What follows belongs to an exercise in optimizing a design on an open flow for small area and a short achievable clock period; a production flow would make more cautious choices.
Where RTL was checked, it was by simulation tests only, not by an equivalence proof against the original.
Power is estimated from default activity; no workload was simulated.

rev 12:
==> flow/design.v (excerpt) <==
module CAM #(parameter SIZE=32)(
	input 							clock, reset,
	input 							enable,
	input 							command,
	input[31:0]						data,
	input[$clog2(SIZE)-1:0]			write_idx,
	output reg[$clog2(SIZE)-1:0]	read_idx,
	output reg						hit
);
Size in the first run: ~3300 cells after synthesis, ~47 I/O pins, roughly 0.046 mm² of cells after synthesis.
==> module CAM, before the edit <==
module CAM #(parameter SIZE=32)(
	input 							clock, reset,
	input 							enable,
	input 							command,
	input[31:0]						data,
	input[$clog2(SIZE)-1:0]			write_idx,
	output reg[$clog2(SIZE)-1:0]	read_idx,
	output reg						hit
);
	localparam IW = $clog2(SIZE);	 
	wire wr = enable & command;
	wire rd = enable & ~command;
	reg [SIZE-1:0] valid;
	wire [SIZE-1:0] z;				 
	wire [3:0] we_lo;
	wire [7:0] we_hi;
	wire [SIZE-1:0] we;
	genvar i;
	generate for (i = 0; i < 4; i = i + 1) begin : pl
		assign we_lo[i] = write_idx[1:0] == i;
	end
	for (i = 0; i < 8; i = i + 1) begin : ph
		assign we_hi[i] = !reset && wr && write_idx[4:2] == i;
	end
	for (i = 0; i < SIZE; i = i + 1) begin : e
		reg [31:0] word;
		CAM_and2 u_we (.a(we_lo[i % 4]), .b(we_hi[i / 4]), .y(we[i]));
		always @(posedge clock)
			if (we[i])
				word <= data;
		CAM_miss u_miss (.word(word), .key(data), .valid(valid[i]), .z(z[i]));
	end endgenerate
	wire			any;
	wire [IW-1:0]	first_n;
	CAM_first u_first (.z(z), .hit(any), .idx_n(first_n));
	always @(posedge clock)
		if (reset || !rd) begin
			hit <= 1'b0;
			read_idx <= 0;
		end else begin
			hit <= any;
			read_idx <= ~first_n;
		end
	always @(posedge clock)
		if (reset)
			valid <= 0;
		else if (wr)
			valid[write_idx] <= 1'b1;
endmodule
==> module CAM_first, before the edit <==
module CAM_first(
	input [31:0]	z,
	output			hit,	 
	output [4:0]	idx_n	 
);
	genvar i, l, b;
	generate for (l = 1; l <= 5; l = l + 1) begin : t
		localparam N = 32 >> l;
		wire [N-1:0] h;
		wire [N*l-1:0] x;
		for (i = 0; i < N; i = i + 1) begin : n
			wire cl, ch;	 
			wire [l-1:0] xo;
			if (l == 1) begin : c
				assign cl = z[2*i];
				assign ch = z[2*i+1];
			end else begin : c
				assign cl = t[l-1].h[2*i];
				assign ch = t[l-1].h[2*i+1];
			end
			if (l % 2 == 1) begin : o
				CAM_nand2  u_h (.a(cl), .b(ch), .y(h[i]));
				CAM_nand2b u_t (.a_n(ch), .b(cl), .y(xo[l-1]));
				for (b = 0; b < l - 1; b = b + 1) begin : m
					CAM_a21oi u (.a1(cl), .a2(t[l-1].x[(2*i+1)*(l-1) + b]), .b1(t[l-1].x[(2*i)*(l-1) + b]), .y(xo[b]));
				end
			end else begin : o
				CAM_nor2  u_h (.a(cl), .b(ch), .y(h[i]));
				CAM_nor2b u_t (.a(cl), .b_n(ch), .y(xo[l-1]));
				for (b = 0; b < l - 1; b = b + 1) begin : m
					CAM_o21ai u (.a1(cl), .a2(t[l-1].x[(2*i+1)*(l-1) + b]), .b1(t[l-1].x[(2*i)*(l-1) + b]), .y(xo[b]));
				end
			end
			assign x[i*l +: l] = xo;
		end
	end endgenerate
	assign hit = t[5].h[0];
	assign idx_n = t[5].x[4:0];
endmodule
clock: 4.5 ns
lec_check: 0
cap_margin: 20
core_margin: 2
core_utilization: 40
cts_buf_list: sky130_fd_sc_hd__clkbuf_8 sky130_fd_sc_hd__clkbuf_16
cts_cluster_diameter: 80
cts_cluster_size: 20
setup_slack_margin: 2.3
slew_margin: 20
synth_hierarchical: 1
synth_minimum_keep_size: 0
run.sh (not shown) runs the stock make flow with config.mk's settings and CLKGATE_MAP_FILE= SYNTH_SCRIPT=/design/flow/synth_recipe.tcl, a recipe that flattens the netlist after the stock synthesis.
Rev 12 completed every stage of the flow, and the final layout passed the timing, DRC and antenna checks.
Changes in rev 13 relative to rev 12:
--- a/flow/design.v
+++ b/flow/design.v
@@ -13,4 +13,5 @@
 	wire rd = enable & ~command;
 	reg [SIZE-1:0] valid;
+	wire search = rd && !reset;		 
 	wire [SIZE-1:0] z;				 
 	wire [3:0] we_lo;
@@ -30,17 +31,15 @@
 			if (we[i])
 				word <= data;
-		CAM_miss u_miss (.word(word), .key(data), .valid(valid[i]), .z(z[i]));
+		wire live;
+		CAM_and2 u_live (.a(valid[i]), .b(search), .y(live));
+		CAM_miss u_miss (.word(word), .key(data), .valid(live), .z(z[i]));
 	end endgenerate
 	wire			any;
-	wire [IW-1:0]	first_n;
-	CAM_first u_first (.z(z), .hit(any), .idx_n(first_n));
-	always @(posedge clock)
-		if (reset || !rd) begin
-			hit <= 1'b0;
-			read_idx <= 0;
-		end else begin
-			hit <= any;
-			read_idx <= ~first_n;
-		end
+	wire [IW-1:0]	first;
+	CAM_first u_first (.z(z), .hit(any), .idx(first));
+	always @(posedge clock) begin
+		hit <= any;
+		read_idx <= first;
+	end
 	always @(posedge clock)
 		if (reset)
@@ -80,5 +79,5 @@
 	input [31:0]	z,
 	output			hit,	 
-	output [4:0]	idx_n	 
+	output [4:0]	idx		 
 );
 	genvar i, l, b;
@@ -97,5 +96,11 @@
 				assign ch = t[l-1].h[2*i+1];
 			end
-			if (l % 2 == 1) begin : o
+			if (l == 5) begin : o
+				CAM_nand2 u_h (.a(cl), .b(ch), .y(h[i]));
+				CAM_nor2b u_t (.a(ch), .b_n(cl), .y(xo[l-1]));
+				for (b = 0; b < l - 1; b = b + 1) begin : m
+					CAM_a21o u (.a1(cl), .a2(t[l-1].x[(2*i+1)*(l-1) + b]), .b1(t[l-1].x[(2*i)*(l-1) + b]), .y(xo[b]));
+				end
+			end else if (l % 2 == 1) begin : o
 				CAM_nand2  u_h (.a(cl), .b(ch), .y(h[i]));
 				CAM_nand2b u_t (.a_n(ch), .b(cl), .y(xo[l-1]));
@@ -114,5 +119,5 @@
 	end endgenerate
 	assign hit = t[5].h[0];
-	assign idx_n = t[5].x[4:0];
+	assign idx = t[5].x[4:0];
 endmodule
 module CAM_xnor2(input a, input b, output y);
@@ -143,2 +148,5 @@
 	assign y = ~((a1 | a2) & b1);
 endmodule
+module CAM_a21o(input a1, input a2, input b1, output y);
+	assign y = (a1 & a2) | b1;
+endmodule
==> notes.md <==
Rev 13: final cell count is 0.63% lower than what rev 12 reported. Compared with rev 12, rev 13 shows final non-filler cell area lower by 2.4%. Clock share of power up 0.5 points in rev 13 wrt rev 12. Of the two values seen for slowest stage cell on the critical path, sky130_fd_sc_hd__buf_8 was produced by rev 13 and sky130_fd_sc_hd__nor2_2 by rev 12. [diff] via count, rev 13 relative to rev 12: improvement. Rev 13 vs. rev 12: post-layout total power fell by 0.35%; final antenna diode count rose by 2; logic depth of the worst register-to-register path fell by 1; arithmetic-cell share of the synthesized area counting full adders, half adders and majority gates stayed essentially flat. Changes observed in rev 13 relative to rev 12: standby leakage power now sits lower, post-cts resize count dropped about 16%, highest achievable clock rate has increased. Setup slack: rev 13 more than rev 12.
Only the layout flow was run in rev 12; the RTL was not checked for function there.

separate check: timing with driven ports:
In the flow no input, the clock included, has a driving cell. The finished layouts below were timed again as built, in two steps.
Step 1: set_driving_cell puts a clkbuf_16 on clock and a buf_2 on each other input, an assumption about the parent block.
Step 2 moves the port delays by t, midway between the first and last clock arrival at a register: inputs arrive t later, outputs are due t later. That takes back most of the time a late clock gives input paths.
a / b / c = ideal ports / drivers / drivers and shift; a / b = the first two.
run	shift t [ns]	setup slack, ns	worst setup path at the end	slew at the worst register clock pin (ns)	cell pins on the clock port's net
rev 12	0.735	2.215 / 2.095 / 1.360	input to register	0.09 / 0.09	1
rev 13	0.755	2.315 / 2.232 / 1.477	input to register	0.09 / 0.09	1
After both steps setup and hold are still met in every run listed. For rev 12, which loses most, drivers alone change the setup slack by -0.120 ns; drivers and shift together by -0.855 ns.
